Context: an optimization exercise on an open-source flow, tuned for a short achievable clock period and few clock cycles. The choices shown serve that exercise and are no tape-out recipe. Only simulation tests tie the RTL to the original design; equivalence was not proved. The clock port is modelled as an ideal driver, which makes a skipped or thinned clock tree look cheaper than it is; a real chip needs a root buffer or a tree. Power figures rest on the tool's default switching activity, not on a simulated workload.

==> flow/design.v (excerpt) <==
module ShortestPath(Go, Clk, Rst, L_In, M_In, L_Out, P_Out, M_Addr, L_Addr, P_Addr,
				M_En, M_Rw, L_En, L_Rw, P_En, P_Rw, Done);
	input Go;
	input Clk, Rst;
	input [7:0] L_In, M_In;
	output [7:0] L_Out;
	output [7:0] P_Out;
	output [12:0] M_Addr, L_Addr, P_Addr;
	output M_En, M_Rw, L_En, L_Rw, P_En, P_Rw, Done;
	localparam [12:0] LAST = 13'd8191;
	reg        iss;
	reg [12:0] cnt;
	reg        m_en_r;
	reg [12:0] m_addr_r;
	reg        fi0_m, fj0_m;
	reg        vd;
	reg        fi0_d, fj0_d;
	reg        v1;
	reg [7:0]  m1;
	reg        fi0_1, fj0_1;
	reg        v2;
	reg [7:0]  m2, mn2;
	reg [1:0]  dir2;
	reg        v3;
	reg [7:0]  l3;
	reg [1:0]  dir3;
	reg [12:0] idx3;
	reg [7:0]  h1, h2, h3, h4, h5, h6;
	reg        w_en_r;
	reg [7:0]  l_out_r;
	reg [1:0]  p_out_r;
	reg [12:0] w_addr_r;
	reg        last_o;
	reg        done_r;
	assign M_En   = m_en_r;
	assign M_Rw   = 1'b0;
	assign M_Addr = m_addr_r;
	assign L_En   = w_en_r;
	assign L_Rw   = 1'b1;
	assign L_Addr = w_addr_r;
	assign L_Out  = l_out_r;
	assign P_En   = w_en_r;
	assign P_Rw   = 1'b1;
	assign P_Addr = w_addr_r;
	assign P_Out  = {6'b000010, p_out_r};
	assign Done   = done_r;
  ...
For scale: roughly 150 flip-flops, about 81 I/O pins, ~4500 sq um of cells after synthesis.
make LEC_CHECK=0 CAP_MARGIN=20 CORE_MARGIN=2 CORE_UTILIZATION=40 CTS_BUF_LIST=sky130_fd_sc_hd__clkbuf_16 CTS_CLUSTER_DIAMETER=500 CTS_CLUSTER_SIZE=100 SETUP_SLACK_MARGIN=4.9 SLEW_MARGIN=20 TNS_END_PERCENT=100 finish   # period 7.0 ns
run.sh (not shown) runs the stock make flow with config.mk's settings and CLKGATE_MAP_FILE= SYNTH_SCRIPT=/design/flow/synth_recipe.tcl, a recipe that flattens the netlist after the stock synthesis.
The baseline completed without violations.
Testbench counts at the start, summed over its fixed seeds: cycles 65,596.
Next try:
--- a/flow/config.mk
+++ b/flow/config.mk
@@ -10,5 +10,5 @@
 export CORE_UTILIZATION = 40
-export CTS_BUF_LIST = sky130_fd_sc_hd__clkbuf_16
-export CTS_CLUSTER_DIAMETER = 500
-export CTS_CLUSTER_SIZE = 100
+export CTS_BUF_LIST = sky130_fd_sc_hd__clkbuf_16 sky130_fd_sc_hd__clkbuf_8
+export CTS_CLUSTER_DIAMETER = 200
+export CTS_CLUSTER_SIZE = 30
 export SETUP_SLACK_MARGIN = 4.9
The changed run completed without violations. Global-route usage stays flat. Worst hold slack hardly moves. Final cell count stays the same. Combinational power barely changes. Power hardly moves. Non-clock buffer count is unchanged. Via count hardly moves. Wire length shrinks slightly. Die area is unchanged. First-iteration DRC count grows by roughly a tenth.

---

## lagoon
The RTL this note starts from:
==> flow/design.v <==
`timescale 1 ns/1 ns
module ShortestPath(Go, Clk, Rst, L_In, M_In, L_Out, P_Out, M_Addr, L_Addr, P_Addr,
				M_En, M_Rw, L_En, L_Rw, P_En, P_Rw, Done);
	input Go;
	input Clk, Rst;
	input [7:0] L_In, M_In;
	output [7:0] L_Out;
	output [7:0] P_Out;
	output [12:0] M_Addr, L_Addr, P_Addr;
	output M_En, M_Rw, L_En, L_Rw, P_En, P_Rw, Done;
	localparam [12:0] LAST = 13'd8191;
	reg        iss;
	reg [12:0] cnt;
	reg        m_en_r;
	reg [12:0] m_addr_r;
	reg        fi0_m, fj0_m;
	reg        vd;
	reg        fi0_d, fj0_d;
	reg        v1;
	reg [7:0]  m1;
	reg        fi0_1, fj0_1;
	reg        v2;
	reg [7:0]  m2, mn2;
	reg [1:0]  dir2;
	reg        v3;
	reg [7:0]  l3;
	reg [1:0]  dir3;
	reg [12:0] idx3;
	reg [7:0]  h1, h2, h3, h4, h5, h6;
	reg        w_en_r;
	reg [7:0]  l_out_r;
	reg [1:0]  p_out_r;
	reg [12:0] w_addr_r;
	reg        last_o;
	reg        done_r;
	assign M_En   = m_en_r;
	assign M_Rw   = 1'b0;
	assign M_Addr = m_addr_r;
	assign L_En   = w_en_r;
	assign L_Rw   = 1'b1;
	assign L_Addr = w_addr_r;
	assign L_Out  = l_out_r;
	assign P_En   = w_en_r;
	assign P_Rw   = 1'b1;
	assign P_Addr = w_addr_r;
	assign P_Out  = {6'b000010, p_out_r};
	assign Done   = done_r;
	wire [7:0] left = l3;
	wire [7:0] up   = h6;
	wire       up_lt = up < left;
	always @(posedge Clk) begin
		if (Rst) begin
			iss    <= 1'b0;
			m_en_r <= 1'b0;
			vd     <= 1'b0;
			v1     <= 1'b0;
			v2     <= 1'b0;
			v3     <= 1'b0;
			w_en_r <= 1'b0;
			last_o <= 1'b0;
			done_r <= 1'b0;
		end else begin
			if (Go)
				iss <= 1'b1;
			else if (iss && cnt == LAST)
				iss <= 1'b0;
			m_en_r <= iss;
			vd     <= m_en_r;
			v1     <= vd;
			v2     <= v1;
			v3     <= v2;
			w_en_r <= v3;
			last_o <= v3 && idx3 == LAST;
			done_r <= last_o;
		end
		cnt      <= iss ? cnt + 13'd1 : 13'd0;
		m_addr_r <= {cnt[12:5], cnt[0], cnt[4:1]};
		fi0_m    <= cnt[4:3] == 2'd0;
		fj0_m    <= cnt[2:1] == 2'd0;
		fi0_d <= fi0_m;
		fj0_d <= fj0_m;
		m1    <= M_In;
		fi0_1 <= fi0_d;
		fj0_1 <= fj0_d;
		m2 <= m1;
		if (fi0_1 && fj0_1) begin
			mn2  <= 8'd0;
			dir2 <= 2'b00;        
		end else if (fi0_1) begin
			mn2  <= left;
			dir2 <= 2'b01;        
		end else if (fj0_1) begin
			mn2  <= up;
			dir2 <= 2'b10;        
		end else if (up_lt) begin
			mn2  <= up;
			dir2 <= 2'b10;        
		end else begin
			mn2  <= left;
			dir2 <= 2'b01;        
		end
		l3   <= m2 + mn2;
		dir3 <= dir2;
		idx3 <= v2 ? (v3 ? idx3 + 13'd1 : 13'd0) : 13'd0;
		h1 <= l3;
		h2 <= h1;
		h3 <= h2;
		h4 <= h3;
		h5 <= h4;
		h6 <= h5;
		l_out_r  <= l3;
		p_out_r  <= dir3;
		w_addr_r <= {idx3[12:5], idx3[0], idx3[4:1]};
	end
endmodule
==> flow/config.mk <==
export PLATFORM = sky130hd
export DESIGN_NAME = ShortestPath
export DESIGN_NICKNAME = ShortestPath
export VERILOG_FILES = /design/flow/design.v
export SDC_FILE = /design/flow/constraint.sdc
export NUM_CORES = 4
export LEC_CHECK = 0
export CAP_MARGIN = 20
export CORE_MARGIN = 2
export CORE_UTILIZATION = 40
export CTS_BUF_LIST = sky130_fd_sc_hd__clkbuf_16
export CTS_CLUSTER_DIAMETER = 200
export CTS_CLUSTER_SIZE = 50
export SETUP_SLACK_MARGIN = 4.9
export SLEW_MARGIN = 20
export TNS_END_PERCENT = 100
==> flow/constraint.sdc <==
create_clock -name core_clock -period 7.0 [get_ports {Clk}]
set_input_delay 1.4000 -clock core_clock [delete_from_list [all_inputs] [get_ports {Clk}]]
set_output_delay 1.4000 -clock core_clock [all_outputs]
set_load 0.01 [all_outputs]
standard.sh (not shown) runs the stock make flow with config.mk's settings and CLKGATE_MAP_FILE= SYNTH_SCRIPT=/design/flow/synth_recipe.tcl, a recipe that flattens the netlist after the stock synthesis.
==> flow/flow/run.sh <==
#!/bin/bash
# Standard ORFS layout, except that after CTS the clock tree is replaced by one level
# of clock buffers fed straight from the clock port (see flow/clock_tree.tcl).
set -euo pipefail
here=$(pwd)
bash standard.sh POST_CTS_TCL="$here/flow/clock_tree.tcl" finish > standard.log 2>&1
==> flow/flow/clock_tree.tcl <==
# Replace the CTS tree with a single level of NBUF clock buffers driven directly by the
# clock port. The registers are split into NBUF balanced groups by position (median
# split on x, then on y) and each group gets a buffer at its centroid.
set nbuf 4
set buf_cell sky130_fd_sc_hd__clkbuf_16

set db [ord::get_db]
set block [ord::get_db_block]
set clk_net [$block findNet Clk]
set buf_master [$db findMaster $buf_cell]

# Walk the clock tree from the port: registers are sinks, everything else is tree.
set sinks {}
set tree_insts {}
set tree_nets {}
set queue [list $clk_net]
while {[llength $queue] > 0} {
  set net [lindex $queue 0]
  set queue [lrange $queue 1 end]
  foreach it [$net getITerms] {
    if {[$it getIoType] ne "INPUT"} { continue }
    set inst [$it getInst]
    set master [$inst getMaster]
    if {[$master isSequential]} {
      lappend sinks $it
      continue
    }
    set mname [$master getName]
    set is_buf [string match "*buf*" $mname]
    lappend tree_insts $inst
    foreach ot [$inst getITerms] {
      if {[$ot getIoType] eq "OUTPUT" && [$ot getNet] ne "NULL"} {
        if {!$is_buf} {
          error "clock_tree.tcl: $mname ([$inst getName]) drives a net on the clock tree"
        }
        lappend queue [$ot getNet]
        lappend tree_nets [$ot getNet]
      }
    }
  }
}
puts "clock_tree.tcl: [llength $sinks] sinks, removing [llength $tree_insts] tree cells"

foreach inst $tree_insts {
  foreach it [$inst getITerms] { $it disconnect }
  odb::dbInst_destroy $inst
}
foreach net $tree_nets {
  if {[llength [$net getITerms]] == 0} { odb::dbNet_destroy $net }
}

# sink positions (pin centres)
set pts {}
foreach it $sinks {
  set box [[$it getInst] getBBox]
  set x [expr {([$box xMin] + [$box xMax]) / 2}]
  set y [expr {([$box yMin] + [$box yMax]) / 2}]
  lappend pts [list $x $y $it]
}

proc split_half {pts idx} {
  set s [lsort -integer -index $idx $pts]
  set h [expr {[llength $s] / 2}]
  return [list [lrange $s 0 [expr {$h - 1}]] [lrange $s $h end]]
}

set groups {}
foreach half [split_half $pts 0] {
  foreach q [split_half $half 1] { lappend groups $q }
}

set k 0
foreach g $groups {
  set net [odb::dbNet_create $block "clknet_m$k"]
  $net setSigType CLOCK
  set inst [odb::dbInst_create $block $buf_master "clkbuf_m$k"]
  set sx 0; set sy 0
  foreach p $g {
    set it [lindex $p 2]
    $it disconnect
    $it connect $net
    incr sx [lindex $p 0]
    incr sy [lindex $p 1]
  }
  set n [llength $g]
  set cx [expr {$sx / $n}]
  set cy [expr {$sy / $n}]
  foreach it [$inst getITerms] {
    set mt [[$it getMTerm] getName]
    if {$mt eq "A"} { $it connect $clk_net }
    if {$mt eq "X"} { $it connect $net }
  }
  set w [[$inst getMaster] getWidth]
  set hgt [[$inst getMaster] getHeight]
  $inst setLocation [expr {$cx - $w / 2}] [expr {$cy - $hgt / 2}]
  $inst setPlacementStatus PLACED
  puts "clock_tree.tcl: clkbuf_m$k drives $n sinks at ($cx, $cy)"
  incr k
}

detailed_placement
check_placement -verbose
estimate_parasitics -placement
repair_timing_helper
detailed_placement
check_placement -verbose
report_clock_skew
report_checks -path_delay max -format full_clock_expanded
Testbench counts of lagoon, summed over its fixed seeds: cycles 65,596.
### lagoon -> willow
--- a/flow/flow/clock_tree.tcl
+++ b/flow/flow/clock_tree.tcl
@@ -29 +29,3 @@
-    set is_buf [string match "*buf*" $mname]
+    if {![string match "*clkbuf*" $mname] && ![string match "*buf*" $mname]} {
+      error "clock_tree.tcl: unexpected cell $mname ([$inst getName]) on the clock tree"
+    }
@@ -33,3 +34,0 @@
-        if {!$is_buf} {
-          error "clock_tree.tcl: $mname ([$inst getName]) drives a net on the clock tree"
-        }
Results
- On post-synthesis simple-gate area fraction, lagoon tracks willow almost exactly.
- | number of clock sinks | lagoon vs willow | ≈ equal |
- willow -> lagoon: number of enable-type register cells in the synthesized netlist delta 0, exact match
- Re quantity of I/O buffers inserted on ports: no difference whatsoever between lagoon and willow.
- From lagoon to willow, post-synthesis average cell area did not move at all.
- As the logs show, willow stopped at 4_1_cts after a tool error, so it never reached the end of the flow.
- Between willow and lagoon, the difference in total number of placement rows is negligible.
- Diff lagoon..willow | die height | unchanged
- willow -> lagoon: combined area of all synthesized cells delta 0, exact match
- Synthesized netlist cell count: lagoon vs willow identical
In lagoon the design's own scripts or RTL, not TritonCTS, make the clock network.

==> re-timing with driven ports <==
How much do the figures lean on ideal ports? The routed layouts below were timed once more, with nothing changed but the port constraints.
Step 1: set_driving_cell puts a clkbuf_16 on Clk and a buf_2 on each other input, an assumption about the parent block.
Step 2 also shifts input and output timing later by t, the mid clock arrival at the registers, as if the neighbouring blocks saw the same clock.
Slacks: ideal / step 1 / step 2; pairs: ideal / step 1.
run | t, ns | slack for setup (ns) | slew at the worst register clock pin (ns) | worst slew at a driven data input, ns
the first run of note 1 | 0.446 | 4.741 / 4.705 / 4.537 | 0.06 / 0.06 | 0.03
the second run of note 1 | 0.552 | 4.627 / 4.596 / 4.547 | 0.06 / 0.06 | 0.03
lagoon | 0.256 | 4.934 / 4.868 / 4.727 | 0.13 / 0.13 | 0.03
After both steps setup and hold are still met in every run listed. For lagoon, which loses most, drivers alone change the setup slack by -0.066 ns; drivers and shift together by -0.207 ns.
